Context: an optimization exercise on an open-source flow, tuned for small area, a short achievable clock period and few clock cycles. The choices shown serve that exercise and are no tape-out recipe.
In this exercise RTL edits were held to simulation tests only and were not proved equivalent to the original.
No run shown here takes its clock network from TritonCTS; it comes from the design's own scripts or RTL.
The flow treats the clock pin as an ideal source. Dropping or thinning the clock tree relies on that and would not hold on a real chip.
Power is estimated from default activity; no workload was simulated.

### flow/design.v
module procik (clock, reset,
               mem_addr, mem_din, mem_dout, mem_csb, mem_web, halted);
input clock, reset;
output [7:0] mem_addr;
output [15:0] mem_din;
input [15:0] mem_dout;
output mem_csb, mem_web;
output halted;
reg s_a, s_b, s_c, s_c2, s_d;
reg halted_q;
reg [7:0] addr_q;       
reg [7:0] pc;           
reg csb_q, we_q;        
reg [15:0] din_q;
reg stale_q;            
reg ld_q;               
reg [2:0] ldr_q;        
reg wb_q;               
reg [2:0] wbr_q;        
reg [15:0] r [0:7];     
assign mem_addr = addr_q;
assign mem_din = din_q;
assign mem_csb = csb_q;
assign mem_web = !we_q;
assign halted = halted_q;
wire is_load  = (mem_dout[15:12] == 4'd1);
wire is_store = (mem_dout[15:12] == 4'd2);
wire is_halt  = !is_load && !is_store;
wire [2:0] rsel = mem_dout[10:8];
wire [7:0] inc = pc + 8'd1;
wire hazard = ld_q && is_store && (ldr_q == rsel);
wire dec_b = s_b;
wire dec_c = s_c && !stale_q;
wire [7:0] rhot = (8'd1 << rsel) & {8{!s_c2}};
reg [15:0] rdata;
integer k;
always @(*) begin
  rdata = s_c2 ? mem_dout : 16'd0;
  for (k = 0; k < 8; k = k + 1)
    rdata = rdata | (r[k] & {16{rhot[k]}});
end
always @(posedge clock)
  din_q <= rdata;
wire [15:0] wdata = mem_dout & {16{!reset}};
integer j;
always @(posedge clock)
  for (j = 0; j < 8; j = j + 1)
    if (reset || (wb_q && wbr_q == j)) r[j] <= wdata;
always @(posedge clock) begin
  ldr_q <= rsel;
  wbr_q <= ldr_q;
  stale_q <= is_store && (mem_dout[7:0] == addr_q);
end
always @(posedge clock or posedge reset)
  if (reset) begin
    s_a <= 1'b1;
    s_b <= 1'b0;
    s_c <= 1'b0;
    s_c2 <= 1'b0;
    s_d <= 1'b0;
    halted_q <= 1'b0;
    csb_q <= 1'b0;
    we_q <= 1'b0;
    ld_q <= 1'b0;
    wb_q <= 1'b0;
  end else begin
    s_a <= s_d || (s_c && stale_q);
    s_b <= s_a;
    s_c <= s_b && !is_halt;
    s_c2 <= dec_c && !is_halt && hazard;
    s_d <= s_c2 || (dec_c && !is_halt && !hazard);
    halted_q <= halted_q || ((dec_b || dec_c) && is_halt);
    csb_q <= halted_q || ((dec_b || dec_c) && (is_halt || hazard));
    we_q <= s_c2 || ((dec_b || dec_c) && is_store && !hazard);
    ld_q <= (dec_b || dec_c) && is_load;
    wb_q <= ld_q;
  end
always @(posedge clock or posedge reset)
  if (reset) begin
    addr_q <= 8'd0;
    pc <= 8'd0;
  end else begin
    if (s_a || dec_c) pc <= inc;
    if (s_a) addr_q <= inc;
    else if (s_b || dec_c) addr_q <= mem_dout[7:0];
    else if (s_c || s_d) addr_q <= pc;
  end
endmodule
### flow/flow/run.sh
#!/bin/bash
# The standard ORFS layout, except that the clock tree is built by
# flow/manual_cts.tcl: two levels of clock buffers placed by k-means over the
# flip-flops, in place of TritonCTS (shorter clock latency).
set -euo pipefail
here=$(pwd)
bash standard.sh "PRE_CTS_TCL=$here/flow/manual_cts.tcl" finish > "$here/orfs_make.log" 2>&1
test -f out/final.def
### flow/flow/manual_cts.tcl
# Sourced by ORFS's cts.tcl before clock_tree_synthesis (PRE_CTS_TCL).
# Builds a two-level clock tree: the clock port drives NBUF clock buffers,
# each driving NSUB buffers that drive the flip-flops of part of its region,
# and replaces clock_tree_synthesis with a no-op.
set nbuf 4
if {[info exists ::env(MANUAL_CTS_NBUF)]} { set nbuf $::env(MANUAL_CTS_NBUF) }
set bufcell sky130_fd_sc_hd__clkbuf_16
if {[info exists ::env(MANUAL_CTS_BUF)]} { set bufcell $::env(MANUAL_CTS_BUF) }
set block [ord::get_db_block]
set clknet [$block findNet clock]
set sinks {}
foreach it [$clknet getITerms] {
  if {[$it isInputSignal]} { lappend sinks $it }
}
puts "manual_cts: [llength $sinks] sinks, $nbuf buffers of $bufcell"
# sink positions
set pts {}
foreach it $sinks {
  set b [[$it getInst] getBBox]
  lappend pts [list [expr {([$b xMin] + [$b xMax]) / 2}] [expr {([$b yMin] + [$b yMax]) / 2}] $it]
}
# k-means with equal-size-ish clusters: start from sorted strips
proc kmeans {pts k iters} {
  set n [llength $pts]
  set sorted [lsort -integer -index 0 $pts]
  set cents {}
  for {set c 0} {$c < $k} {incr c} {
    set grp [lrange $sorted [expr {$c * $n / $k}] [expr {($c + 1) * $n / $k - 1}]]
    set sx 0; set sy 0
    foreach p $grp { set sx [expr {$sx + [lindex $p 0]}]; set sy [expr {$sy + [lindex $p 1]}] }
    lappend cents [list [expr {$sx / [llength $grp]}] [expr {$sy / [llength $grp]}]]
  }
  set cap [expr {($n + $k - 1) / $k + 2}]
  for {set it 0} {$it < $iters} {incr it} {
    # capacitated assignment: greedy by distance
    set pairs {}
    set i 0
    foreach p $pts {
      for {set c 0} {$c < $k} {incr c} {
        set d [expr {abs([lindex $p 0] - [lindex $cents $c 0]) + abs([lindex $p 1] - [lindex $cents $c 1])}]
        lappend pairs [list $d $i $c]
      }
      incr i
    }
    set pairs [lsort -real -index 0 $pairs]
    array unset asg; array unset cnt
    for {set c 0} {$c < $k} {incr c} { set cnt($c) 0 }
    foreach pr $pairs {
      lassign $pr d i c
      if {[info exists asg($i)]} continue
      if {$cnt($c) >= $cap} continue
      set asg($i) $c; incr cnt($c)
    }
    set new {}
    for {set c 0} {$c < $k} {incr c} { set ax($c) 0; set ay($c) 0 }
    for {set i 0} {$i < $n} {incr i} {
      set c $asg($i)
      set ax($c) [expr {$ax($c) + [lindex $pts $i 0]}]
      set ay($c) [expr {$ay($c) + [lindex $pts $i 1]}]
    }
    for {set c 0} {$c < $k} {incr c} {
      lappend new [list [expr {$ax($c) / max(1,$cnt($c))}] [expr {$ay($c) / max(1,$cnt($c))}]]
    }
    set cents $new
  }
  set res {}
  for {set i 0} {$i < $n} {incr i} { lappend res $asg($i) }
  return [list $cents $res]
}
# level 1: nbuf regions, each driven by one buffer from the clock port;
# level 2: nsub buffers per region, each driving the nearby flip-flops
set nsub 4
if {[info exists ::env(MANUAL_CTS_NSUB)]} { set nsub $::env(MANUAL_CTS_NSUB) }
set subcell sky130_fd_sc_hd__clkbuf_8
if {[info exists ::env(MANUAL_CTS_SUBBUF)]} { set subcell $::env(MANUAL_CTS_SUBBUF) }
lassign [kmeans $pts $nbuf 12] cents asg
set master [[ord::get_db] findMaster $bufcell]
set submaster [[ord::get_db] findMaster $subcell]
proc mkbuf {block master name innet x y} {
  set inst [odb::dbInst_create $block $master $name]
  set net [odb::dbNet_create $block "net_$name"]
  $net setSigType CLOCK
  [$inst findITerm A] connect $innet
  [$inst findITerm X] connect $net
  $inst setLocation $x $y
  $inst setPlacementStatus PLACED
  return $net
}
for {set c 0} {$c < $nbuf} {incr c} {
  set grp {}
  set i 0
  foreach p $pts {
    if {[lindex $asg $i] == $c} { lappend grp $p }
    incr i
  }
  set k [expr {min($nsub, [llength $grp])}]
  lassign [kmeans $grp $k 12] scents sasg
  # level-1 buffer at the middle of its level-2 buffers
  set sx 0; set sy 0
  foreach sc $scents { set sx [expr {$sx + [lindex $sc 0]}]; set sy [expr {$sy + [lindex $sc 1]}] }
  set l1net [mkbuf $block $master "clkbuf_l1_$c" $clknet [expr {$sx / $k}] [expr {$sy / $k}]]
  for {set s 0} {$s < $k} {incr s} {
    set l2net($s) [mkbuf $block $submaster "clkbuf_l2_${c}_$s" $l1net [lindex $scents $s 0] [lindex $scents $s 1]]
  }
  set i 0
  foreach p $grp {
    set it [lindex $p 2]
    $it disconnect
    $it connect $l2net([lindex $sasg $i])
    incr i
  }
}
$clknet setSigType CLOCK
set_propagated_clock [all_clocks]
proc clock_tree_synthesis {args} { puts "manual_cts: clock_tree_synthesis skipped" }
### flow/standard.sh
#!/bin/bash
# synth_recipe.tcl (not shown) runs the flow's synth.tcl, then flattens the netlist and writes it again
# the make line also repeats each setting of config.mk as NAME=value (left out here)
make -C /OpenROAD-flow-scripts/flow DESIGN_CONFIG=/design/flow/config.mk WORK_HOME=/design/flow/orfs CLKGATE_MAP_FILE= SYNTH_SCRIPT=/design/flow/synth_recipe.tcl "${@:-finish}"
### flow/config.mk
export PLATFORM = sky130hd
export DESIGN_NAME = procik
export DESIGN_NICKNAME = procik
export VERILOG_FILES = /design/flow/design.v
export SDC_FILE = /design/flow/constraint.sdc
export NUM_CORES = 4
export LEC_CHECK = 0
export CAP_MARGIN = 20
export CORE_MARGIN = 2
export CORE_UTILIZATION = 40
export SETUP_SLACK_MARGIN = 3.0
export SLEW_MARGIN = 20
### flow/constraint.sdc
create_clock -name core_clock -period 5.0 [get_ports {clock}]
set_input_delay 1.0000 -clock core_clock [delete_from_list [all_inputs] [get_ports {clock}]]
set_output_delay 1.0000 -clock core_clock [all_outputs]
set_load 0.01 [all_outputs]
==> flow_summary.json, run 1 <==
{
  "post_dp_cell_area_um2": 7560,
  "hold_violations": 0,
  "routed-wl-met2_um": 8460,
  "r2r-end": "din_q[6]",
  "wl_per_cell_um": 23.2,
  "hpwlAfterDp_um": 9320,
  "ys_seq_area_share_pct": 73.4,
  "yosys-top-cells-area": "edfxtp_1, dfrtp_1, dfxtp_1, a222oi_1, a22o_1",
  "drive_gt1_share_pct": 22.2,
  "synth_common_cells": "edfxtp_1, dfrtp_1, nand3_1, dfxtp_1",
  "switching_share_pct": 22.0,
  "p_int_w": 0.00224,
  "first_iter_violations": 397,
  "powerDensity_nw_per_um2": 347,
  "met3RoutedLength_um": 677,
  "finalWirelength_um": 16700,
  "final_area_um2": 8260,
  "period_needed_ns": 2.02,
  "grt_max_degree": 17,
  "port_buffers": 44,
  "critPathMaxFanout": 13,
  "setup_tns_ns": 0,
  "antenna_found_initial": 0,
  "syn_area_um2": 6750,
  "globalplace.congestion": 0.806,
  "synth-async-reset-ratio_pct": 14.7,
  "synth_edf_count": 128,
  "syn_to_final_growth_pct": 22.4,
  "hold_buffers": 0,
  "rsz0062_at_grt": "true",
  "relSlewSlack_pct": 48.3,
  "antenna_left": 0,
  "power_w": 0.00287,
  "worstSetupPathType": "in2reg",
  "start_kind": "input pin",
  "drc": 0,
  "drv_cap": 0,
  "overflow": 0,
  "p_comb_share_pct": 9.8,
  "fmax_mhz": 495,
  "core_um2": 16500,
  "arrival_ns": 2.25,
  "endpoint": "din_q[14]",
  "clk_pin_slew_ns": 0.08,
  "p_seq_share_pct": 59.9,
  "yosysWarnings": 2,
  "avgSynthCellArea_um2": 15.8,
  "die_area_um2": 17900,
  "p_leak_nw": 3.08,
  "p_sw_w": 0.000632,
  "fin_skew_ns": 0.0203,
  "ys_ff_latch": 177,
  "top_layer": "met4",
  "setup_viol": 0,
  "die_x_um": 134,
  "ys_types": 48,
  "grt_pass1_wl_um": 24900,
  "status": "no timing/DRC/antenna violations",
  "dr.pass1.iters": 5,
  "grt_pass1_vias": 4120,
  "finalCritPeriodShare_pct": 40.4,
  "slew_violations": 0,
  "ir_worst_vdd_mv": 0.121,
  "required_ns": 5.23,
  "rows": 47,
  "pin_count": 45,
  "startpoint": "mem_dout[9]",
  "fp.dieH_um": 134,
  "avgViaCountPerCell": 5.70,
  "min_path_type": "reg2reg",
  "r2r_cells": 5,
  "synth_top_area_cell": "edfxtp_1",
  "synth_nets": 446,
  "synth_most_common_cell": "edfxtp_1",
  "yosysTopAreaCellShare_pct": 56.9,
  "wl_met1_um": 7200,
  "initial_core_util_pct": 40.8,
  "r2r_start": "s_c2",
  "antenna_cells": 0,
  "synthCells": 427,
  "grt_usage_pct": 18.1,
  "via_count": 4099,
  "insertion_delay_ns": 0.28,
  "r2r_slack_ns": 3.02,
  "pwr-share-clk_pct": 30.2,
  "nets": 520,
  "tightest_slew_ns": 0.769,
  "cp-end-kind": "flip-flop",
  "synth_flop_cell": "edfxtp_1"
}
-- cell usage in the layout, fill, tap and decap left out, types with 4 or more instances in the layout --
cell / count
xor2_1: 9
a22oi_1: 15
clkdlybuf4s50_1: 9
clkbuf_8: 16
nand2_1: 5
dfxtp_1: 23
o21ai_0: 8
a221oi_2: 16
nor2b_2: 11
a21o_1: 4
buf_4: 22
xnor2_1: 11
clkbuf_16: 4
inv_1: 4
nand3_1: 25
buf_6: 4
nor3_1: 10
nor2b_1: 7
dfrtp_1: 24
nor4b_4: 4
a211oi_1: 4
a222oi_1: 16
a22o_1: 18
nor2_1: 13
edfxtp_1: 128
buf_12: 6
dlygate4sd2_1: 25
-- cell type report --
class,count,area (um^2)
fill,1395,8260
sequential,177,4960
multi-input combinational,220,1940
timing repair buffer,75,733
buffer,20,320
tap,220,275
inverter,6,26.3
timing repair inverter,1,5.00
-- flip-flops by register name (all words and copies together) (netlist names) --
register  count
s_a           1
addr_q        8
s_d           1
wb_q          1
pc            8
csb_q         1
s_c2          1
wbr_q         3
ld_q          1
stale_q       1
we_q          1
r           128
halted_q      1
s_b           1
ldr_q         3
din_q        16
s_c           1
-- per-stage QoR --
step	worst slack (ns)	hold slack, ns	instances	util, %
2_1_floorplan	2.66	0.349	427	-
3_3_place_gp	1.48	0.358	676	45.7
3_5_place_dp	1.44	0.362	676	45.7
4_1_cts	3.00	0.371	707	49.0
5_1_grt	2.94	0.378	719	50.0
6_report	2.98	0.371	719	50.0
-- cell families (layout without fill, tap and decap cells) --
logic type | Yosys count | in the layout | share of synthesized area (%)
simple gates | 96 | 96 | 8.58
xor+xnor | 21 | 21 | 2.72
buf+inv | 30 | 102 | 2.50
flops | 177 | 177 | 73.4
fa+ha+maj | 1 | 1 | 0.185
mux | 4 | 4 | 0.612
compound gates | 98 | 98 | 12.0
-- per-layer routing --
metal  up-vias  global-route usage, %
li1       1846                      -
met1      2107                   24.6
met2       117                   32.3
met3        29                   1.40
met4         0                   3.31
met5         -                      0
-- worst min-delay path by stage --
| stage | startpoint | depth (start not counted) | slack, ns | end |
|---|---|---|---|---|
| floorplan | ldr_q[1] | 0 | 0.35 | wbr_q[1] |
| global placement | ldr_q[2] | 0 | 0.36 | wbr_q[2] |
| detailed placement | ldr_q[1] | 0 | 0.36 | wbr_q[1] |
| CTS | ldr_q[1] | 0 | 0.37 | wbr_q[1] |
| global route | ldr_q[0] | 0 | 0.38 | wbr_q[0] |
| finish | ldr_q[1] | 0 | 0.37 | wbr_q[1] |
-- worst max-delay path, cell delays in order --
cell	delay [ns]
buf_6	0.17
nor4bb_4	0.43
buf_2	0.33
a22o_1	0.19
a221oi_2	0.04
nand3_1	0.09
-- power by group through the flow --
stage	clock (W)	sequential, W	combinational [W]
after floorplan	0	0.00176	0.000124
after global placement	0	0.00175	0.000256
after detailed placement	0	0.00175	0.000261
after CTS	0.000886	0.00172	0.000263
after global routing	0.000941	0.00173	0.000303
final	0.000868	0.00172	0.000282
-- timing repair --
action / CTS / global route
gates cloned: 2 / 1
endpoints found under the setup margin: 301 / 78
endpoints found under the hold margin: 0 / 0
pin swaps: 4 / 6
resized for setup: 81 / 24
buffers inserted: 9 / 11
Testbench counts, summed over its fixed seeds: cycles 8,284.
==> inputs of run 2 (changes only) <==
--- a/flow/config.mk
+++ b/flow/config.mk
@@ -9,4 +9,4 @@
 export CORE_MARGIN = 2
 export CORE_UTILIZATION = 40
-export SETUP_SLACK_MARGIN = 3.0
+export SETUP_SLACK_MARGIN = 3.3
 export SLEW_MARGIN = 20
==> run 2 against run 1 <==
Synthesized cell count is the same. Synthesized area is the same. Clock power down 2%. Still clean. Largest cell class unchanged. Flip-flop and latch count unchanged. Sequential power hardly changed. Sequential share of layout area shrank 2.4 points. Critical endpoint is now din_q[7]. Critical path type unchanged. Critical path depth did not move. Cell count up 2.8%. Highest routed layer unchanged.
==> flow_summary.json, run 2 <==
{
  "rows": 47,
  "synth-simple-area-share_pct": 8.58,
  "fin_ws_ns": 3.12,
  "final_area_um2": 8630,
  "arrival_ns": 2.10,
  "rsz0062_at_grt": "true",
  "synth_nets": 446,
  "finalWirelength_um": 17500,
  "insertion_delay_ns": 0.28,
  "yosysWarnings": 2,
  "slew_violations": 0,
  "ys_seq_area_share_pct": 73.4,
  "required_ns": 5.21,
  "grt_pass1_vias": 4231,
  "period_needed_ns": 1.88,
  "p_leak_nw": 3.27,
  "grt_max_degree": 17,
  "fp.dieH_um": 134,
  "biggestRegsByFlops": "r (128), din_q (16)",
  "critPathMaxFanout": 11,
  "synth_most_common_cell": "edfxtp_1",
  "hold_violations": 0,
  "dp_slack_ns": 1.44,
  "drv_cap": 0,
  "fin_skew_ns": 0.0242,
  "initial_core_util_pct": 40.8,
  "status": "no timing/DRC/antenna violations",
  "largest_reg_flops": 128,
  "finalCritPeriodShare_pct": 37.7,
  "yosysTopAreaCellShare_pct": 56.9,
  "synth_edf_count": 128,
  "syn_to_final_growth_pct": 27.8,
  "ys_ff_latch": 177,
  "dr.pass1.iters": 7,
  "synth_top_family_by_area": "compound AO/OA/AOI/OAI gates",
  "wl_per_cell_um": 23.7,
  "relSlewSlack_pct": 54.5,
  "synthCells": 427,
  "synth_top_area_cell": "edfxtp_1",
  "synth-async-reset-ratio_pct": 14.7,
  "synth_compound_area_share_pct": 12.0,
  "worstSetupPathType": "in2reg",
  "powerDensity_nw_per_um2": 337,
  "via_count": 4233,
  "synth_flop_cell": "edfxtp_1",
  "start_kind": "input pin",
  "synthXorXnorAreaFrac_pct": 2.72,
  "ys_types": 48,
  "antenna_left": 0,
  "yosys-top-cells-area": "edfxtp_1, dfrtp_1, dfxtp_1, a222oi_1, a22o_1",
  "cp-end-kind": "flip-flop",
  "first_iter_violations": 413,
  "core_um2": 16500,
  "tightest_slew_ns": 0.678,
  "clk_pin_slew_ns": 0.08,
  "synth_common_cells": "edfxtp_1, dfrtp_1, nand3_1, dfxtp_1",
  "fmax_mhz": 531,
  "setup_viol": 0,
  "hpwlAfterDp_um": 9470,
  "nFillCells": 1337,
  "final_core_util_pct": 52.2,
  "top_register": "r",
  "antenna_found_initial": 0,
  "drive_gt1_share_pct": 35.5,
  "antenna_cells": 0,
  "overflow": 0,
  "pin_count": 45,
  "die_area_um2": 17900,
  "grt_pass1_wl_um": 26100,
  "drc": 0,
  "hold_buffers": 0,
  "ir_worst_vdd_mv": 0.134,
  "setup_tns_ns": 0,
  "globalplace.congestion": 0.834,
  "timing.hold.ws_ns": 0.376,
  "post_dp_cell_area_um2": 7570,
  "min_path_type": "reg2reg",
  "final_cell_mix": "edfxtp_1, buf_4, buf_6",
  "nets": 540,
  "grt_usage_pct": 19.3,
  "die_x_um": 134,
  "syn_area_um2": 6750,
  "final_common_cell": "edfxtp_1",
  "avgViaCountPerCell": 5.73,
  "synthMuxAreaShare_pct": 0.612,
  "port_buffers": 44,
  "synth_fa_ha_area_share_pct": 0.185,
  "avgSynthCellArea_um2": 15.8
}
-- run 2: repair_timing --
action | 4_1_cts | 5_1_grt
setup endpoints to repair | 345 | 63
pin swaps | 21 | 10
buffers inserted | 28 | 5
resized for setup | 252 | 21
cloned | 10 | 0
-- run 2: worst max-delay path, cell delays in order --
cell,delay (ns)
bufbuf_16,0.25
nor4bb_4,0.33
buf_12,0.20
a22o_1,0.17
a221oi_2,0.04
nand3_1,0.10
-- run 2: final cells by class --
cell class / instances / area (um^2) / share of cell area (%)
Buffer: 20 / 320 / 3.71
Inverter: 6 / 30.0 / 0.348
Multi-Input combinational cell: 223 / 2040 / 23.7
Sequential cell: 177 / 4970 / 57.7
Tap cell: 220 / 275 / 3.19
Timing Repair Buffer: 92 / 977 / 11.3
Timing Repair inverter: 1 / 5.00 / 0.0580
-- run 2: final timing paths --
check | slack [ns] | cells after the start | to | from
worst max register to register | 3.26 | 6 | din_q[7] | s_c2
min in group asynchronous | 1.09 | 3 | addr_q[4] | reset
worst max-delay path | 3.12 | 6 | din_q[7] | mem_dout[9]
worst min register to register | 0.38 | 0 | wbr_q[2] | ldr_q[2]
worst min-delay path | 0.38 | 0 | wbr_q[2] | ldr_q[2]
max in group asynchronous | 3.55 | 3 | addr_q[5] | reset
-- run 2: report_power, final --
part,switching (W),internal (W)
combinational,0.000165,0.000160
clock,0.000424,0.000430
sequential,0.0000434,0.00168
-- run 2: cells by family (layout without fill, tap and decap cells) --
kind of cell / after synthesis / in the layout
compound gates: 98 / 98
xor+xnor: 21 / 21
fa+ha+maj: 1 / 1
buf+inv: 30 / 119
flops: 177 / 177
mux: 4 / 4
simple gates: 96 / 99
-- run 2: layer usage --
layer / vias up / wire (um) / GRT usage (%)
li1: 1892 / - / -
met1: 2187 / 7350 / 25.9
met2: 126 / 9000 / 34.6
met3: 28 / 806 / 1.32
met4: 0 / 354 / 4.26
met5: - / 0 / 0
-- run 2: through the flow --
| step | power (W) | cells |
|---|---|---|
| floorplan | 0.00188 | 427 |
| global placement | 0.00201 | 676 |
| detailed placement | 0.00202 | 676 |
| CTS | 0.00291 | 734 |
| global route | 0.00301 | 739 |
| finish | 0.00290 | 739 |
==> inputs of run 3 (changes only) <==
--- a/flow/config.mk
+++ b/flow/config.mk
@@ -9,4 +9,4 @@
 export CORE_MARGIN = 2
 export CORE_UTILIZATION = 40
-export SETUP_SLACK_MARGIN = 3.3
+export SETUP_SLACK_MARGIN = 3.1
 export SLEW_MARGIN = 20
==> run 3 against run 2 <==
Still clean on timing, DRC and antenna. Sequential power about the same. Setup slack worse by 0.046 ns. Flip-flop and latch count unchanged. Power down 0.93%. Clock skew down 0.00063 ns. Cell area down 3.0%. Global-route usage down 0.78 points. Wire length down 0.91%. Critical path depth unchanged. Cell count down 1.2%. Critical path type unchanged. Largest cell class unchanged.
==> flow_summary.json, run 3 <==
{
  "status": "no timing/DRC/antenna violations",
  "hold_buffers": 0,
  "yosysWarnings": 2,
  "endpoint": "din_q[10]",
  "setup_viol": 0,
  "r2r_slack_ns": 3.14,
  "largest_reg_flops": 128,
  "yosys-top-cells-area": "edfxtp_1, dfrtp_1, dfxtp_1, a222oi_1, a22o_1",
  "first_iter_violations": 457,
  "tightest_slew_ns": 0.718,
  "drv_cap": 0,
  "synth_flop_cell": "edfxtp_1",
  "antenna_found_initial": 0,
  "required_ns": 5.15,
  "fin_skew_ns": 0.0236,
  "pin_count": 45,
  "min_path_type": "reg2reg",
  "globalplace.congestion": 0.834,
  "p_leak_nw": 3.15,
  "avgViaCountPerCell": 5.74,
  "clk_pin_slew_ns": 0.08,
  "worstSetupPathType": "in2reg",
  "biggestRegsByFlops": "r (128), din_q (16)",
  "ys_seq_area_share_pct": 73.4,
  "post_dp_cell_area_um2": 7560,
  "r2r_cells": 4,
  "finalWirelength_um": 17400,
  "drive_gt1_share_pct": 27.3,
  "die_x_um": 134,
  "grt_pass1_wl_um": 25300,
  "final_area_um2": 8370,
  "r2r-end": "din_q[3]",
  "critPathMaxFanout": 8,
  "rows": 47,
  "ys_ff_latch": 177,
  "synth_common_cells": "edfxtp_1, dfrtp_1, nand3_1, dfxtp_1",
  "hold_violations": 0,
  "powerDensity_nw_per_um2": 344,
  "relSlewSlack_pct": 51.7,
  "synth_top_area_cell": "edfxtp_1",
  "cp-end-kind": "flip-flop",
  "start_kind": "input pin",
  "syn_area_um2": 6750,
  "top_register": "r",
  "ir_worst_vdd_mv": 0.135,
  "final_cell_mix": "edfxtp_1, buf_4, nand3_1",
  "slew_violations": 0,
  "port_buffers": 44,
  "core_um2": 16500,
  "finalCritPeriodShare_pct": 38.6,
  "arrival_ns": 2.08,
  "synth_most_common_cell": "edfxtp_1",
  "grt_max_degree": 17,
  "syn_to_final_growth_pct": 24.0,
  "synthCells": 427,
  "via_count": 4192,
  "synth_edf_count": 128,
  "setup_tns_ns": 0,
  "startpoint": "mem_dout[8]",
  "timing.hold.ws_ns": 0.371,
  "synth-async-reset-ratio_pct": 14.7,
  "yosysTopAreaCellShare_pct": 56.9,
  "fmax_mhz": 518,
  "wl_per_cell_um": 23.8,
  "period_needed_ns": 1.93,
  "initial_core_util_pct": 40.8,
  "avgSynthCellArea_um2": 15.8,
  "synth_nets": 446,
  "final_common_cell": "edfxtp_1",
  "rsz0062_at_grt": "true",
  "dr.pass1.iters": 5,
  "grt_pass1_vias": 4121,
  "r2r_start": "s_c2",
  "hpwlAfterDp_um": 9350,
  "grt_usage_pct": 18.5,
  "overflow": 0,
  "nets": 531,
  "fp.dieH_um": 134,
  "ys_types": 48,
  "die_area_um2": 17900,
  "drc": 0,
  "antenna_left": 0,
  "antenna_cells": 0,
  "insertion_delay_ns": 0.28
}
## run 3: changes by cell type in the layout (fill, tap and decap cells not counted), moves of 3 or more
cell / delta
dfxtp_2: -11
nand2_4: +3
buf_6: -20
nor2b_2: -5
nand2_8: -3
buf_12: -4
dfxtp_1: +11
buf_2: -4
nor2b_1: +5
dlygate4sd2_1: +11
## run 3: kinds of logic (layout without fill, tap and decap cells)
kind of cell             Yosys count  in the layout  share of synthesized area, %
AO/OA/AOI/OAI                     98             98                          12.0
XOR/XNOR                          21             21                          2.72
adder cells (fa/ha/maj)            1              1                         0.185
buffers and inverters             30            110                          2.50
flip-flops                       177            177                          73.4
multiplexers                       4              4                         0.612
AND/OR/NAND/NOR                   96             99                          8.58
## run 3: critical path: stages
cell      delay [ns]
buf_12          0.11
nor4bb_4        0.17
buf_4           0.15
buf_8           0.14
a222oi_1        0.36
nand3_1         0.14
## run 3: final cells by class
class                           count  area (um^2)
Timing Repair Buffer               83          806
Tap cell                          220          275
Inverter                            6         26.3
Buffer                             20          320
Sequential cell                   177         4960
Multi-Input combinational cell    223         1980
Fill cell                        1364         8150
Timing Repair inverter              1         5.00
## run 3: per-stage QoR
step,utilization [%],instances,setup WS (ns),power (W)
2_1_floorplan,-,427,2.66,0.00188
3_3_place_gp,45.7,676,1.62,0.00201
3_5_place_dp,45.7,676,1.60,0.00201
4_1_cts,49.8,720,3.09,0.00289
5_1_grt,50.7,730,3.06,0.00297
6_report,50.7,730,3.07,0.00288
## run 3: timing repair
action | in CTS | in global routing
gates resized for setup | 138 | 34
gates cloned | 5 | 4
setup buffers | 19 | 6
setup endpoints to repair | 332 | 108
pin swaps | 14 | 11
## run 3: worst min path at each step
stage | from | end | slack [ns] | cells past startpoint
after floorplan | ldr_q[1] | wbr_q[1] | 0.35 | 0
after global placement | ldr_q[2] | wbr_q[2] | 0.36 | 0
after detailed placement | ldr_q[2] | wbr_q[2] | 0.36 | 0
after CTS | ldr_q[2] | wbr_q[2] | 0.37 | 0
after global routing | ldr_q[2] | wbr_q[2] | 0.38 | 0
final | ldr_q[2] | wbr_q[2] | 0.37 | 0
## run 3: power by group
group | switching (W) | total, W | internal, W
clock | 0.000433 | 0.000863 | 0.000430
sequential | 0.0000391 | 0.00172 | 0.00168
combinational | 0.000162 | 0.000295 | 0.000133
total | 0.000634 | 0.00288 | 0.00224
## run 3: per-layer routing
| metal | up-vias | routed length, um | GRT usage (%) |
|---|---|---|---|
| met3 | 31 | 965 | 2.08 |
| li1 | 1874 | - | - |
| met4 | 0 | 287 | 3.37 |
| met5 | - | 0 | 0 |
| met1 | 2139 | 7440 | 25.8 |
| met2 | 148 | 8660 | 31.8 |
==> inputs of run 4 (changes only) <==
--- a/flow/design.v
+++ b/flow/design.v
@@ -42,9 +42,12 @@
 always @(posedge clock)
   din_q <= rdata;
-wire [15:0] wdata = mem_dout & {16{!reset}};
+reg rst_q;
+always @(posedge clock)
+  rst_q <= reset;
+wire [15:0] wdata = mem_dout & {16{!rst_q}};
 integer j;
 always @(posedge clock)
   for (j = 0; j < 8; j = j + 1)
-    if (reset || (wb_q && wbr_q == j)) r[j] <= wdata;
+    if (rst_q || (wb_q && wbr_q == j)) r[j] <= wdata;
 always @(posedge clock) begin
   ldr_q <= rsel;
==> flow/flow/run.sh (replaced) <==
#!/bin/bash
# The standard ORFS layout, except that the clock tree is built by
# flow/manual_cts.tcl: two levels of clock buffers placed by k-means over the
# flip-flops, in place of TritonCTS (shorter clock latency), and port
# buffers that start as buf_2 (timing repair upsizes the ones that need it).
set -euo pipefail
here=$(pwd)
bash standard.sh "PRE_CTS_TCL=$here/flow/manual_cts.tcl" \
  "BUFFER_PORTS_ARGS=-buffer_cell sky130_fd_sc_hd__buf_2" finish > "$here/orfs_make.log" 2>&1
test -f out/final.def
--- a/flow/config.mk
+++ b/flow/config.mk
@@ -9,4 +9,4 @@
 export CORE_MARGIN = 2
 export CORE_UTILIZATION = 40
-export SETUP_SLACK_MARGIN = 3.1
+export SETUP_SLACK_MARGIN = 3.2
 export SLEW_MARGIN = 20
==> run 4 against run 3 <==
Maximum frequency grew 4.9%. Synthesized area grew 2.5%. Via count shrank 0.57%. Critical path type is now reg2out. Critical endpoint is now mem_addr[1]. Largest power group unchanged.
==> flow_summary.json, run 4 <==
{
  "initial_core_util_pct": 40.4,
  "required_ns": 4.00,
  "dp_slack_ns": 2.19,
  "powerDensity_nw_per_um2": 339,
  "ir_worst_vdd_mv": 0.151,
  "cp-end-kind": "primary output",
  "fmax_mhz": 544,
  "fin_skew_ns": 0.0291,
  "p_sw_w": 0.000597,
  "hold_buffers": 0,
  "drc": 0,
  "hpwlAfterDp_um": 9790,
  "synth_nets": 450,
  "pin_count": 45,
  "synth-async-reset-ratio_pct": 14.6,
  "grt_pass1_vias": 4192,
  "clk_pin_slew_ns": 0.07,
  "avgViaCountPerCell": 5.66,
  "ys_ff_latch": 178,
  "syn_to_final_growth_pct": 18.6,
  "nFillCells": 1468,
  "port_buffers": 44,
  "die_x_um": 136,
  "top_register": "r",
  "synth_flop_cell": "edfxtp_1",
  "final_cell_mix": "edfxtp_1, buf_2, buf_4",
  "start_kind": "flip-flop",
  "fp.dieH_um": 136,
  "antenna_cells": 0,
  "antenna_found_initial": 0,
  "dr.pass1.iters": 7,
  "ys_types": 53,
  "syn_area_um2": 6920,
  "rsz0062_at_grt": "true",
  "nets": 533,
  "antenna_left": 0,
  "setup_tns_ns": 0,
  "critPathMaxFanout": 3,
  "finalWirelength_um": 16800,
  "p_comb_share_pct": 7.4,
  "synth_edf_count": 128,
  "p_seq_share_pct": 61.2,
  "biggestRegsByFlops": "r (128), din_q (16)",
  "synth_top_area_cell": "edfxtp_1",
  "min_path_type": "reg2reg",
  "synth_common_cells": "edfxtp_1, dfrtp_1, dfxtp_1, nand3_1, nor2b_1",
  "grt_max_degree": 27,
  "critPathMaxStageDelay_ns": 0.42,
  "fin_ws_ns": 3.16,
  "globalplace.congestion": 0.754,
  "timing.hold.ws_ns": 0.385,
  "worstSetupPathType": "reg2out",
  "synthCells": 431,
  "via_count": 4168,
  "worstPathCellList": "buf_2",
  "grt_usage_pct": 18.1,
  "largest_reg_flops": 128,
  "final_common_cell": "edfxtp_1",
  "cp_slowest_cell": "dfrtp_1",
  "first_iter_violations": 404,
  "slew_violations": 0,
  "tightest_slew_ns": 0.636,
  "pwr-share-clk_pct": 31.4,
  "avgSynthCellArea_um2": 16.1,
  "power_w": 0.00278,
  "die_area_um2": 18400,
  "status": "no timing/DRC/antenna violations",
  "insertion_delay_ns": 0.29,
  "finalCritPeriodShare_pct": 36.8,
  "hold_violations": 0,
  "core_um2": 17100,
  "final_core_util_pct": 47.9,
  "grt_pass1_wl_um": 25200,
  "yosysTopAreaCellShare_pct": 55.6,
  "synth_most_common_cell": "edfxtp_1",
  "wl_per_cell_um": 22.8,
  "yosys-top-cells-area": "edfxtp_1, dfrtp_1, dfxtp_1, a222oi_1, xnor2_1",
  "ys_seq_area_share_pct": 71.9,
  "setup_viol": 0,
  "yosysWarnings": 2,
  "path_buf_inv": 1,
  "p_leak_nw": 3.16,
  "overflow": 0,
  "cp_top_family": "flip-flops",
  "drv_cap": 0,
  "period_needed_ns": 1.84,
  "relSlewSlack_pct": 57.3,
  "drive_gt1_share_pct": 31.1,
  "p_int_w": 0.00218,
  "rows": 48,
  "arrival_ns": 0.84,
  "switching_share_pct": 21.5
}
run 4: logic make-up (layout without fill, tap and decap cells):
kind of cell / after synthesis / in the layout / share of synthesized area, %
AO/OA/AOI/OAI: 99 / 99 / 12.8
multiplexers: 1 / 1 / 0.145
adder cells (fa/ha/maj): 1 / 1 / 0.181
XOR/XNOR: 24 / 24 / 3.04
buffers and inverters: 33 / 114 / 3.22
flip-flops: 178 / 178 / 71.9
AND/OR/NAND/NOR: 95 / 95 / 8.70
run 4: final cells by class:
class | count | area (um^2) | share of cell area (%)
sequential | 178 | 4980 | 60.7
multi-input combinational | 220 | 1890 | 23.0
timing repair buffer | 87 | 709 | 8.64
buffer | 20 | 320 | 3.90
tap | 225 | 282 | 3.43
inverter | 7 | 26.3 | 0.320
run 4: worst paths after layout:
kind | start | end | slack, ns | cells after the start
min in group asynchronous | reset | csb_q | 0.76 | 2
max in group asynchronous | reset | addr_q[3] | 3.82 | 2
worst min register to register | ldr_q[1] | wbr_q[1] | 0.38 | 0
worst min-delay path | ldr_q[1] | wbr_q[1] | 0.38 | 0
worst max register to register | s_c2 | din_q[14] | 3.26 | 5
worst max-delay path | addr_q[1] | mem_addr[1] | 3.16 | 1
run 4: repair_timing:
action	in CTS	in global routing
pin swaps	23	19
setup buffers	18	12
gates cloned	4	2
endpoints found under the hold margin	0	0
endpoints found under the setup margin	165	34
resized for setup	42	7
run 4: through the flow:
stage,cell area (um^2),std cells
after floorplan,7000,431
after global placement,7360,681
after detailed placement,7360,681
after CTS,8010,723
after global routing,8210,737
final,8210,737
run 4: power by group through the flow:
stage / combinational [W] / clock [W] / sequential [W]
CTS: 0.000196 / 0.000888 / 0.00170
finish: 0.000207 / 0.000873 / 0.00170
global placement: 0.000171 / 0 / 0.00173
detailed placement: 0.000176 / 0 / 0.00173
global route: 0.000222 / 0.000940 / 0.00171
floorplan: 0.000102 / 0 / 0.00173
run 4: routing by layer:
layer | track usage, % | vias to the layer above | share of wire, %
li1 | - | 1878 | -
met1 | 24.6 | 2138 | 42
met2 | 31.4 | 129 | 50
met3 | 2.32 | 23 | 5.8
met4 | 3.53 | 0 | 1.8
met5 | 0 | - | 0
Testbench counts of run 4, summed over its fixed seeds: cycles 8,284.
==> inputs of run 5 (changes only) <==
--- a/flow/config.mk
+++ b/flow/config.mk
@@ -8,5 +8,5 @@
 export CAP_MARGIN = 20
 export CORE_MARGIN = 2
-export CORE_UTILIZATION = 40
-export SETUP_SLACK_MARGIN = 3.2
+export CORE_UTILIZATION = 55
+export SETUP_SLACK_MARGIN = 3.1
 export SLEW_MARGIN = 20
==> run 5 against run 4 <==
Critical path type is now in2reg. Clock power barely moved. Still clean on timing, DRC and antenna. Wire length fell by 2.9%. Sequential share of layout area increased by 1.3 points. Worst hold slack got worse by 0.013 ns. Largest cell class unchanged. Cell count fell by 9.2%. Synthesized cell count stayed put. Via count down 0.86%.
==> flow_summary.json, run 5 <==
{
  "min_path_type": "reg2reg",
  "fmax_mhz": 524,
  "top_register": "r",
  "hold-path-endpoint": "wbr_q[1]",
  "synth_common_cells": "edfxtp_1, dfrtp_1, dfxtp_1, nand3_1, nor2b_1",
  "synth_most_common_cell": "edfxtp_1",
  "overflow": 0,
  "powerDensity_nw_per_um2": 346,
  "yosysWarnings": 2,
  "p_leak_nw": 3.08,
  "r2r-end": "din_q[13]",
  "antenna_cells": 0,
  "tightest_slew_ns": 0.694,
  "required_ns": 5.14,
  "p_sw_w": 0.000592,
  "antenna_found_initial": 0,
  "worstSetupPathType": "in2reg",
  "synthXorXnorAreaFrac_pct": 3.04,
  "final_core_util_pct": 66.0,
  "insertion_delay_ns": 0.29,
  "drive_gt1_share_pct": 27.9,
  "largest_reg_flops": 128,
  "rsz0062_at_grt": "true",
  "rows": 40,
  "drv_cap": 0,
  "first_iter_violations": 363,
  "syn_area_um2": 6920,
  "drc": 0,
  "finalCritPeriodShare_pct": 38.2,
  "r2r_slack_ns": 3.22,
  "fp.dieH_um": 116,
  "period_needed_ns": 1.91,
  "hpwlAfterDp_um": 9250,
  "grt_pass1_vias": 4115,
  "avgSynthCellArea_um2": 16.1,
  "ys_types": 53,
  "synth_edf_count": 128,
  "critPathMaxFanout": 6,
  "synthMuxAreaShare_pct": 0.145,
  "finalWirelength_um": 16300,
  "syn_to_final_growth_pct": 16.0,
  "p_int_w": 0.00218,
  "via_count": 4132,
  "biggestRegsByFlops": "r (128), din_q (16)",
  "r2r_cells": 4,
  "regArea_um2": 4980,
  "grt_usage_pct": 24.4,
  "ir_worst_vdd_mv": 0.197,
  "synthCells": 431,
  "fin_skew_ns": 0.0238,
  "synth_fa_ha_area_share_pct": 0.181,
  "hold_start": "ldr_q[1]",
  "grt_max_degree": 27,
  "r2r_start": "s_c2",
  "port_buffers": 44,
  "arrival_ns": 2.05,
  "grt_pass1_wl_um": 24300,
  "synth_top_area_cell": "edfxtp_1",
  "pwr-share-clk_pct": 31.4,
  "initial_core_util_pct": 56.9,
  "dr.pass1.iters": 5,
  "setup_tns_ns": 0,
  "final_cell_mix": "edfxtp_1, buf_2, dfrtp_1",
  "hold_violations": 0,
  "slew_violations": 0,
  "stdcell_count": 669,
  "pin_count": 45,
  "status": "no timing/DRC/antenna violations",
  "fin_ws_ns": 3.09,
  "nets": 522,
  "yosys-top-cells-area": "edfxtp_1, dfrtp_1, dfxtp_1, a222oi_1, xnor2_1",
  "whs_path_depth": 0,
  "clk_pin_slew_ns": 0.08,
  "synth_nets": 450,
  "yosysTopAreaCellShare_pct": 55.6,
  "ys_seq_area_share_pct": 71.9,
  "p_seq_share_pct": 61.2,
  "synth-async-reset-ratio_pct": 14.6,
  "ys_ff_latch": 178,
  "core_um2": 12200,
  "dp_slack_ns": 2.16,
  "die_x_um": 116,
  "synth_flop_cell": "edfxtp_1",
  "cp-end-kind": "flip-flop",
  "synth_top_family_by_area": "compound AO/OA/AOI/OAI gates",
  "relSlewSlack_pct": 53.4,
  "globalplace.congestion": 0.786,
  "synth-simple-area-share_pct": 8.70,
  "dp_cells": 625,
  "nFillCells": 922,
  "final_common_cell": "edfxtp_1",
  "die_area_um2": 13500,
  "start_kind": "input pin",
  "p_comb_share_pct": 7.4,
  "avgViaCountPerCell": 6.18,
  "multi_input_area_um2": 1860,
  "setup_viol": 0,
  "switching_share_pct": 21.3,
  "wl_per_cell_um": 24.4,
  "antenna_left": 0,
  "synth_compound_area_share_pct": 12.8
}
## run 5: cell counts after synthesis
Identical to the previous run, type by type.
## run 5: critical path, stage by stage
cell and delay, ns:
buf_12 0.11, nor4b_4 0.12, buf_6 0.16, buf_12 0.14, a22o_1 0.21, a221oi_2 0.17, nand3_1 0.13
## run 5: what timing repair did
action / in CTS / in global routing
buffers inserted: 9 / 12
pin swaps: 10 / 9
resized for setup: 37 / 6
endpoints found under the setup margin: 50 / 32
cloned: 2 / 1
hold buffers: 0 / 0
## run 5: cell families after synthesis
group | count (synthesis)
compound gates | 99
xor+xnor | 24
fa+ha+maj | 1
buf+inv | 33
flops | 178
mux | 1
simple gates | 95
## run 5: routing by layer
metal / routed length (um) / vias to the layer above / track usage [%]
met3: 760 / 32 / 2.54
li1: - / 1846 / -
met2: 8000 / 133 / 41.9
met5: 0 / - / 0
met1: 7160 / 2121 / 33.7
met4: 397 / 0 / 6.59
## run 5: worst max-delay path by stage
stage / slack, ns / cells after the start / to / start
6_report: 3.09 / 7 / din_q[1] / mem_dout[9]
5_1_grt: 3.06 / 7 / din_q[1] / mem_dout[9]
4_1_cts: 3.06 / 7 / din_q[3] / mem_dout[10]
3_5_place_dp: 2.16 / 6 / din_q[11] / mem_dout[10]
3_3_place_gp: 2.18 / 6 / din_q[11] / mem_dout[10]
2_1_floorplan: 2.95 / 6 / din_q[13] / mem_dout[9]
## run 5: layout make-up
type / count / area share (%)
plain buffers: 20 / 3.99
inverters: 7 / 0.327
flip-flops and latches: 178 / 62.0
multi-input cells: 220 / 23.1
well taps: 168 / 2.62
repair buffers: 76 / 7.92
## run 5: power by group through the flow
stage                     sequential [W]  combinational, W  clock, W
after floorplan                  0.00173          0.000101         0
after global placement           0.00172          0.000175         0
final                            0.00170          0.000207  0.000871
after CTS                        0.00170          0.000197  0.000886
after global routing             0.00170          0.000221  0.000941
after detailed placement         0.00173          0.000178         0
## run 5: metrics by stage
step                      hold slack [ns]  power, W  cell area, um^2
after floorplan                     0.350   0.00183             6990
after global placement              0.360   0.00190             7280
after detailed placement            0.361   0.00191             7280
after CTS                           0.373   0.00278             7870
after global routing                0.386   0.00287             8030
final                               0.372   0.00277             8030
==> inputs of run 6 (changes only) <==
--- a/flow/flow/manual_cts.tcl
+++ b/flow/flow/manual_cts.tcl
@@ -70,5 +70,5 @@
 # level 1: nbuf regions, each driven by one buffer from the clock port;
 # level 2: nsub buffers per region, each driving the nearby flip-flops
-set nsub 4
+set nsub 3
 if {[info exists ::env(MANUAL_CTS_NSUB)]} { set nsub $::env(MANUAL_CTS_NSUB) }
 set subcell sky130_fd_sc_hd__clkbuf_8
--- a/flow/config.mk
+++ b/flow/config.mk
@@ -8,5 +8,5 @@
 export CAP_MARGIN = 20
 export CORE_MARGIN = 2
-export CORE_UTILIZATION = 55
+export CORE_UTILIZATION = 40
 export SETUP_SLACK_MARGIN = 3.1
 export SLEW_MARGIN = 20
==> run 6 against run 5 <==
Still clean on timing, DRC and antenna. Cell area down 2.0%. Clock skew rose by 0.013 ns. Via count down 2.7%. Synthesized cell count unchanged. Synthesized area is the same. Critical path depth down 1. Worst hold slack worse by 0.0058 ns. Setup slack worse by 0.0038 ns. Global-route usage decreased by 6.5 points. Sequential power about the same. Critical endpoint is now din_q[10].
==> flow_summary.json, run 6 <==
{
  "synth-async-reset-ratio_pct": 14.6,
  "setup_tns_ns": 0,
  "initial_core_util_pct": 40.4,
  "top_layer": "met4",
  "wl_met1_um": 7200,
  "antenna_left": 0,
  "cp-end-kind": "flip-flop",
  "final_common_cell": "edfxtp_1",
  "first_iter_violations": 339,
  "grt_pass1_vias": 4031,
  "ys_types": 53,
  "rows": 48,
  "synth_common_cells": "edfxtp_1, dfrtp_1, dfxtp_1, nand3_1, nor2b_1",
  "grt_pass1_wl_um": 24700,
  "core_um2": 17100,
  "finalCritPeriodShare_pct": 38.2,
  "yosysWarnings": 2,
  "pin_count": 45,
  "arrival_ns": 2.08,
  "antenna_cells": 0,
  "hpwlAfterDp_um": 9580,
  "die_x_um": 136,
  "synthCells": 431,
  "syn_to_final_growth_pct": 13.6,
  "drv_cap": 0,
  "fin_skew_ns": 0.0368,
  "biggestRegsByFlops": "r (128), din_q (16)",
  "port_buffers": 44,
  "avgSynthCellArea_um2": 16.1,
  "fmax_mhz": 523,
  "grt_usage_pct": 17.8,
  "critPathMaxFanout": 6,
  "rsz0062_at_grt": "true",
  "ir_worst_vdd_mv": 0.178,
  "nets": 508,
  "synth_edf_count": 128,
  "final_core_util_pct": 45.9,
  "required_ns": 5.17,
  "synth_most_common_cell": "edfxtp_1",
  "grt_max_degree": 27,
  "overflow": 0,
  "yosysTopAreaCellShare_pct": 55.6,
  "yosys-top-cells-area": "edfxtp_1, dfrtp_1, dfxtp_1, a222oi_1, xnor2_1",
  "p_leak_nw": 2.96,
  "drc": 0,
  "synth_flop_cell": "edfxtp_1",
  "clk_pin_slew_ns": 0.11,
  "slew_violations": 0,
  "period_needed_ns": 1.91,
  "synth_nets": 450,
  "min_path_type": "reg2reg",
  "globalplace.congestion": 0.785,
  "dr.pass1.iters": 6,
  "status": "no timing/DRC/antenna violations",
  "die_area_um2": 18400,
  "powerDensity_nw_per_um2": 340,
  "r2r_slack_ns": 3.19,
  "start_kind": "input pin",
  "tightest_slew_ns": 0.618,
  "top_register": "r",
  "routed-wl-met2_um": 8290,
  "avgViaCountPerCell": 5.65,
  "fp.dieH_um": 136,
  "relSlewSlack_pct": 58.5,
  "antenna_found_initial": 0,
  "ys_ff_latch": 178,
  "finalWirelength_um": 16700,
  "hold_buffers": 0,
  "ys_seq_area_share_pct": 71.9,
  "via_count": 4020,
  "worstSetupPathType": "in2reg",
  "setup_viol": 0,
  "insertion_delay_ns": 0.30,
  "met3RoutedLength_um": 844,
  "drive_gt1_share_pct": 24.8,
  "final_cell_mix": "edfxtp_1, buf_2, dfrtp_1, dfxtp_1, nand3_1",
  "wl_per_cell_um": 23.4,
  "largest_reg_flops": 128,
  "syn_area_um2": 6920,
  "hold_violations": 0,
  "synth_top_area_cell": "edfxtp_1"
}
run 6: kinds of logic after synthesis:
kind of cell | count (synthesis) | synth area share, %
xor gates and xnor gates | 24 | 3.04
DFF | 178 | 71.9
buffers and inverters | 33 | 3.22
muxes | 1 | 0.145
AOI/OAI and AO/OA | 99 | 12.8
adders and majority gates | 1 | 0.181
and+or+nand+nor | 95 | 8.70
run 6: layout make-up:
cell class	instances	area (um^2)
Timing Repair Buffer	66	494
Multi-Input combinational cell	220	1810
Buffer	16	265
Fill cell	1528	9260
Inverter	7	26.3
Sequential cell	178	4980
Tap cell	225	282
run 6: worst paths after layout:
check,to,cells after the start,start
max,din_q[10],6,mem_dout[8]
min,wbr_q[1],0,ldr_q[1]
max reg2reg,din_q[15],6,s_c2
min reg2reg,wbr_q[1],0,ldr_q[1]
max in group asynchronous,pc[0],2,reset
min in group asynchronous,s_c2,2,reset
run 6: stage by stage:
| step | hold WS (ns) | std cells | instance area, um^2 | setup WS, ns | power [W] |
|---|---|---|---|---|---|
| floorplan | 0.350 | 431 | 6990 | 2.95 | 0.00183 |
| global placement | 0.358 | 682 | 7350 | 2.20 | 0.00190 |
| detailed placement | 0.358 | 682 | 7350 | 2.18 | 0.00191 |
| CTS | 0.368 | 706 | 7760 | 3.08 | 0.00269 |
| global route | 0.373 | 712 | 7860 | 3.07 | 0.00277 |
| finish | 0.367 | 712 | 7860 | 3.09 | 0.00267 |
run 6: per-layer routing:
layer  up-vias  GRT usage [%]
met5         -              0
met4         0           3.07
met3        21           1.87
met2       144           31.3
met1      2036           24.5
li1       1819              -
run 6: report_power, final:
group | internal (W) | leakage (nW) | total, W | switching [W]
clock network | 0.000360 | 0.136 | 0.000783 | 0.000423
registers | 0.00167 | 1.85 | 0.00169 | 0.0000260
logic | 0.0000719 | 0.975 | 0.000193 | 0.000121
total | 0.00210 | 2.96 | 0.00267 | 0.000571
run 6: what timing repair did:
item / in CTS / in global routing
gates resized for setup: 26 / 7
pin swaps: 8 / 6
cloned: 0 / 2
setup buffers: 8 / 4
endpoints found under the setup margin: 56 / 22
run 6: worst max-delay path: stages:
cell,delay (ns)
buf_12,0.11
nor4bb_4,0.17
buf_4,0.15
buf_6,0.12
a222oi_1,0.39
nand3_1,0.14
==> inputs of run 7 (changes only) <==
--- a/flow/flow/manual_cts.tcl
+++ b/flow/flow/manual_cts.tcl
@@ -70,5 +70,5 @@
 # level 1: nbuf regions, each driven by one buffer from the clock port;
 # level 2: nsub buffers per region, each driving the nearby flip-flops
-set nsub 3
+set nsub 4
 if {[info exists ::env(MANUAL_CTS_NSUB)]} { set nsub $::env(MANUAL_CTS_NSUB) }
 set subcell sky130_fd_sc_hd__clkbuf_8
--- a/flow/config.mk
+++ b/flow/config.mk
@@ -9,4 +9,4 @@
 export CORE_MARGIN = 2
 export CORE_UTILIZATION = 40
-export SETUP_SLACK_MARGIN = 3.1
+export SETUP_SLACK_MARGIN = 3.15
 export SLEW_MARGIN = 20
==> run 7 against run 6 <==
Sequential power about the same. Clock power up 12%. Via count up 2.2%. Worst hold slack better by 0.0030 ns. Maximum frequency up 3.8%. Setup slack better by 0.071 ns. Combinational power up 6%. Flip-flop and latch count unchanged. Critical endpoint is now din_q[1]. Register-to-register slack better by 0.07 ns.
==> flow_summary.json, run 7 <==
{
  "insertion_delay_ns": 0.29,
  "synth-simple-area-share_pct": 8.70,
  "fmax_mhz": 543,
  "final_cell_mix": "edfxtp_1, buf_2, dfrtp_1, dfxtp_1, buf_4",
  "grt_max_degree": 27,
  "syn_to_final_growth_pct": 17.1,
  "powerDensity_nw_per_um2": 342,
  "synth_edf_count": 128,
  "worstPathCellList": "buf_12 > nor4bb_4 > buf_6 > a222oi_1 > nand3_1",
  "ys_ff_latch": 178,
  "antenna_cells": 0,
  "tightest_slew_ns": 0.620,
  "yosysWarnings": 2,
  "relSlewSlack_pct": 58.4,
  "grt_pass1_vias": 4141,
  "worstSetupPathType": "in2reg",
  "ys_types": 53,
  "nFillCells": 1517,
  "dr.pass1.iters": 6,
  "synth_compound_area_share_pct": 12.8,
  "setup_tns_ns": 0,
  "grt_pass1_wl_um": 24700,
  "min_path_type": "reg2reg",
  "hold_violations": 0,
  "rsz0062_at_grt": "true",
  "synth_flop_cell": "edfxtp_1",
  "first_iter_violations": 294,
  "synthCells": 431,
  "core_um2": 17100,
  "nets": 526,
  "yosysTopAreaCellShare_pct": 55.6,
  "period_needed_ns": 1.84,
  "overflow": 0,
  "initial_core_util_pct": 40.4,
  "yosys-top-cells-area": "edfxtp_1, dfrtp_1, dfxtp_1, a222oi_1, xnor2_1",
  "ir_worst_vdd_mv": 0.190,
  "arrival_ns": 1.98,
  "stdcell_count": 730,
  "drive_gt1_share_pct": 28.7,
  "synth_most_common_cell": "edfxtp_1",
  "synth_top_family_by_area": "compound AO/OA/AOI/OAI gates",
  "wl_per_cell_um": 23.4,
  "syn_area_um2": 6920,
  "status": "no timing/DRC/antenna violations",
  "hold_buffers": 0,
  "globalplace.congestion": 0.785,
  "synthMuxAreaShare_pct": 0.145,
  "avgViaCountPerCell": 5.63,
  "hpwlAfterDp_um": 9580,
  "cp_top_family": "compound AO/OA/AOI/OAI gates",
  "via_count": 4109,
  "cp-end-kind": "flip-flop",
  "clk_pin_slew_ns": 0.08,
  "largest_reg_flops": 128,
  "dp_cells": 682,
  "start_kind": "input pin",
  "synth_nets": 450,
  "p_leak_nw": 3.09,
  "critPathMaxStageDelay_ns": 0.36,
  "slew_violations": 0,
  "antenna_left": 0,
  "synth_common_cells": "edfxtp_1, dfrtp_1, dfxtp_1, nand3_1, nor2b_1",
  "port_buffers": 44,
  "synthXorXnorAreaFrac_pct": 3.04,
  "antenna_found_initial": 0,
  "die_x_um": 136,
  "synth-async-reset-ratio_pct": 14.6,
  "fp.dieH_um": 136,
  "synth_top_area_cell": "edfxtp_1",
  "grt_usage_pct": 17.7,
  "cp_slowest_cell": "a222oi_1",
  "drc": 0,
  "setup_viol": 0,
  "pin_count": 45,
  "rows": 48,
  "finalWirelength_um": 17100,
  "biggestRegsByFlops": "r (128), din_q (16)",
  "die_area_um2": 18400,
  "critPathMaxFanout": 8,
  "fin_skew_ns": 0.0246,
  "fin_ws_ns": 3.16,
  "path_buf_inv": 2,
  "dp_slack_ns": 2.18,
  "ys_seq_area_share_pct": 71.9,
  "required_ns": 5.14,
  "synth_fa_ha_area_share_pct": 0.181,
  "drv_cap": 0,
  "avgSynthCellArea_um2": 16.1,
  "finalCritPeriodShare_pct": 36.8,
  "final_common_cell": "edfxtp_1",
  "top_register": "r"
}
[run 7: path summary, 6_finish.rpt]
| kind | start | endpoint | slack [ns] | cells after the start |
|---|---|---|---|---|
| worst max-delay path | mem_dout[9] | din_q[1] | 3.16 | 5 |
| worst min-delay path | ldr_q[2] | wbr_q[2] | 0.37 | 0 |
| worst max register to register | s_c2 | din_q[13] | 3.26 | 6 |
| worst min register to register | ldr_q[2] | wbr_q[2] | 0.37 | 0 |
| max in group asynchronous | reset | s_c2 | 3.80 | 2 |
| min in group asynchronous | reset | csb_q | 0.77 | 2 |
[run 7: metrics by stage]
| step | power (W) | hold slack (ns) | instance area [um^2] | util, % |
|---|---|---|---|---|
| 2_1_floorplan | 0.00183 | 0.350 | 6990 | - |
| 3_3_place_gp | 0.00190 | 0.358 | 7350 | 43.0 |
| 3_5_place_dp | 0.00191 | 0.358 | 7350 | 43.0 |
| 4_1_cts | 0.00278 | 0.371 | 7860 | 45.9 |
| 5_1_grt | 0.00287 | 0.387 | 8110 | 47.4 |
| 6_report | 0.00278 | 0.370 | 8110 | 47.4 |
[run 7: cells by family after synthesis]
family	after synthesis
xor gates and xnor gates	24
buffers and inverters	33
and+or+nand+nor	95
muxes	1
adders and majority gates	1
DFF	178
AOI/OAI and AO/OA	99
[run 7: layout make-up]
| type | count | area, um^2 | share of cell area (%) |
|---|---|---|---|
| timing repair buffer | 80 | 646 | 7.97 |
| tap | 225 | 282 | 3.47 |
| inverter | 7 | 26.3 | 0.324 |
| multi-input combinational | 220 | 1850 | 22.8 |
| sequential | 178 | 4980 | 61.4 |
| buffer | 20 | 320 | 3.95 |
[run 7: report_power, final]
part | leakage (nW) | switching [W] | total, W | internal (W)
clock network | 0.164 | 0.000444 | 0.000875 | 0.000431
logic | 1.07 | 0.000125 | 0.000205 | 0.0000799
registers | 1.85 | 0.0000271 | 0.00170 | 0.00167
total | 3.09 | 0.000596 | 0.00278 | 0.00218
[run 7: routing by layer]
metal	vias to the layer above	part of all wire (%)	routed length [um]	track usage (%)
li1	1856	-	-	-
met1	2111	44	7590	23.9
met2	115	49	8300	31.2
met3	27	4.7	806	2.10
met4	0	2.2	383	3.47
met5	-	0	0	0
[run 7: repair_timing]
| action | in CTS | in global routing |
|---|---|---|
| gates resized for setup | 28 | 20 |
| hold endpoints to repair | 0 | 0 |
| gates cloned | 0 | 5 |
| setup endpoints to repair | 84 | 23 |
| setup buffers | 13 | 10 |
| pin swaps | 6 | 16 |
==> inputs of run 8 (changes only) <==
--- a/flow/config.mk
+++ b/flow/config.mk
@@ -9,4 +9,4 @@
 export CORE_MARGIN = 2
 export CORE_UTILIZATION = 40
-export SETUP_SLACK_MARGIN = 3.15
+export SETUP_SLACK_MARGIN = 3.05
 export SLEW_MARGIN = 20
==> run 8 against run 7 <==
Register-to-register slack worse by 0.11 ns. Clock power is essentially flat. Sequential power hardly changed. Still clean on timing, DRC and antenna. Combinational power is about 10% lower. Power is 0.89% lower. Setup slack worse by 0.071 ns. Flip-flop and latch count unchanged. Clock skew decreased by 0.0011 ns. Cell area fell by 3.9%. Synthesized cell count unchanged. Critical endpoint unchanged. Highest routed layer unchanged. Critical path depth stayed put.
==> flow_summary.json, run 8 <==
{
  "status": "no timing/DRC/antenna violations",
  "yosys-top-cells-area": "edfxtp_1, dfrtp_1, dfxtp_1, a222oi_1, xnor2_1",
  "synthCells": 431,
  "p_comb_share_pct": 6.7,
  "syn_to_final_growth_pct": 12.6,
  "ir_worst_vdd_mv": 0.191,
  "antenna_cells": 0,
  "top_register": "r",
  "hold_violations": 0,
  "die_area_um2": 18400,
  "drc": 0,
  "clk_pin_slew_ns": 0.08,
  "r2r_slack_ns": 3.15,
  "arrival_ns": 2.05,
  "relSlewSlack_pct": 33.3,
  "fp.dieH_um": 136,
  "p_seq_share_pct": 61.6,
  "synth_edf_count": 128,
  "hold_buffers": 0,
  "finalWirelength_um": 16300,
  "grt_pass1_vias": 4120,
  "avgViaCountPerCell": 5.69,
  "startpoint": "mem_dout[10]",
  "via_count": 4025,
  "critPathMaxFanout": 16,
  "dr.pass1.iters": 6,
  "synth-async-reset-ratio_pct": 14.6,
  "r2r_start": "rst_q",
  "worstSetupPathType": "in2reg",
  "hold-path-endpoint": "wbr_q[2]",
  "rsz0062_at_grt": "false",
  "biggestRegsByFlops": "r (128), din_q (16)",
  "r2r-end": "r[7][9]",
  "grt_max_degree": 27,
  "fin_skew_ns": 0.0234,
  "powerDensity_nw_per_um2": 353,
  "antenna_found_initial": 0,
  "setup_tns_ns": 0,
  "p_int_w": 0.00216,
  "p_leak_nw": 2.93,
  "period_needed_ns": 1.91,
  "switching_share_pct": 21.3,
  "first_iter_violations": 294,
  "start_kind": "input pin",
  "cp-end-kind": "flip-flop",
  "synth_common_cells": "edfxtp_1, dfrtp_1, dfxtp_1, nand3_1, nor2b_1",
  "yosysTopAreaCellShare_pct": 55.6,
  "final_cell_mix": "edfxtp_1, buf_2, dfrtp_1, dfxtp_1, nand3_1",
  "hpwlAfterDp_um": 9580,
  "overflow": 0,
  "drive_gt1_share_pct": 23.4,
  "insertion_delay_ns": 0.29,
  "nets": 504,
  "core_um2": 17100,
  "synth_nets": 450,
  "synth_top_area_cell": "edfxtp_1",
  "drv_cap": 0,
  "ys_seq_area_share_pct": 71.9,
  "port_buffers": 44,
  "pin_count": 45,
  "final_core_util_pct": 45.5,
  "setup_viol": 0,
  "grt_pass1_wl_um": 24600,
  "antenna_left": 0,
  "die_x_um": 136,
  "globalplace.congestion": 0.785,
  "ys_ff_latch": 178,
  "pwr-share-clk_pct": 31.7,
  "initial_core_util_pct": 40.4,
  "required_ns": 5.14,
  "largest_reg_flops": 128,
  "yosysWarnings": 2,
  "hold_start": "ldr_q[2]",
  "p_sw_w": 0.000587,
  "nFillCells": 1531,
  "finalCritPeriodShare_pct": 38.2,
  "final_common_cell": "edfxtp_1",
  "synth_flop_cell": "edfxtp_1",
  "r2r_cells": 2,
  "grt_usage_pct": 17.7,
  "tightest_slew_ns": 1.00,
  "ys_types": 53,
  "wl_per_cell_um": 23.0,
  "syn_area_um2": 6920,
  "fmax_mhz": 523,
  "rows": 48,
  "avgSynthCellArea_um2": 16.1,
  "synth_most_common_cell": "edfxtp_1",
  "slew_violations": 0,
  "whs_path_depth": 0,
  "min_path_type": "reg2reg"
}
[run 8: cell types whose count changed in the layout (fill, tap and decap cells not counted), sizes merged]
cell	before	now
buf	77	58
clkbuf	23	20
[run 8: repair_timing]
| item | 4_1_cts | 5_1_grt |
|---|---|---|
| setup endpoints to repair | 22 | 25 |
| pin swaps | 3 | 4 |
| gates cloned | 0 | 0 |
| buffers inserted | 6 | 0 |
| resized for setup | 18 | 6 |
[run 8: logic make-up after synthesis]
logic type	Yosys count	share of synthesized area, %
AO/OA/AOI/OAI	99	12.8
buffers and inverters	33	3.22
AND/OR/NAND/NOR	95	8.70
flip-flops	178	71.9
adder cells (fa/ha/maj)	1	0.181
XOR/XNOR	24	3.04
multiplexers	1	0.145
[run 8: layout make-up]
type	count	area, um^2	area share, %
inverter	7	26.3	0.337
tap	225	282	3.61
timing repair buffer	58	374	4.80
multi-input combinational	220	1810	23.2
buffer	20	320	4.11
sequential	178	4980	63.9
[run 8: per-layer routing]
metal  vias to the layer above  wire length [um]  share of wire [%]  GRT usage [%]
met4                         0               380                2.3           3.94
li1                       1805                 -                  -              -
met3                        26               839                5.1           2.13
met2                       125              8010                 49           30.9
met1                      2069              7070                 43           23.9
met5                         -                 0                  0              0
[run 8: per-stage QoR]
stage / power, W / std cells / hold slack (ns) / cell area [um^2] / worst slack, ns
after detailed placement: 0.00191 / 682 / 0.358 / 7350 / 2.18
after floorplan: 0.00183 / 431 / 0.350 / 6990 / 2.95
final: 0.00275 / 708 / 0.370 / 7790 / 3.09
after CTS: 0.00278 / 708 / 0.371 / 7770 / 3.07
after global routing: 0.00284 / 708 / 0.387 / 7790 / 3.05
after global placement: 0.00190 / 682 / 0.358 / 7350 / 2.20
[run 8: power groups by stage]
stage | sequential (W) | combinational [W] | clock (W)
after floorplan | 0.00173 | 0.000101 | 0
after detailed placement | 0.00173 | 0.000178 | 0
after global placement | 0.00173 | 0.000175 | 0
after global routing | 0.00170 | 0.000199 | 0.000944
final | 0.00169 | 0.000184 | 0.000872
after CTS | 0.00170 | 0.000185 | 0.000895
[run 8: worst max-delay path, cell delays in order]
cell and delay (ns):
buf_6 0.13, nor4bb_4 0.17, buf_6 0.18, a222oi_1 0.39, nand3_1 0.16
[run 8: worst max path at each step]
stage	cells past startpoint	end
finish	5	din_q[1]
global route	6	din_q[4]
CTS	6	din_q[15]
detailed placement	5	din_q[4]
global placement	5	din_q[4]
floorplan	6	din_q[13]

[afterwards: timing with drivers on the ports]
No port has a modelled driver above. Below, the same layouts with a new extraction and two added sets of constraints. Step 1 sets driving cells, clkbuf_16 on the clock port and buf_2 on the other inputs (assumed; they add their load-dependent delay and slew). Step 2 also shifts input and output timing later by t, the mid clock arrival at the registers, as if the neighbouring blocks saw the same clock. a / b / c = no drivers / after step 1 / after step 2; a / b = the first two.
run	t, ns	setup slack, ns	worst register clock-pin slew, ns	pins driven straight from the clock port
run 1	0.371	2.979 / 2.936 / 2.669	0.09 / 0.09	4
run 2	0.364	3.117 / 3.080 / 2.753	0.08 / 0.08	4
run 3	0.362	3.071 / 3.037 / 2.709	0.09 / 0.09	4
run 4	0.363	3.160 / 3.077 / 2.818	0.09 / 0.09	4
run 5	0.363	3.092 / 3.054 / 2.715	0.08 / 0.08	4
run 6	0.375	3.088 / 3.039 / 2.715	0.12 / 0.12	4
run 7	0.365	3.159 / 3.073 / 2.760	0.10 / 0.10	4
run 8	0.364	3.088 / 3.049 / 2.777	0.09 / 0.09	4
After both steps every run listed still meets setup and hold. The setup slack of run 7, which loses most, moves by -0.086 ns with the drivers and by -0.399 ns with both steps.
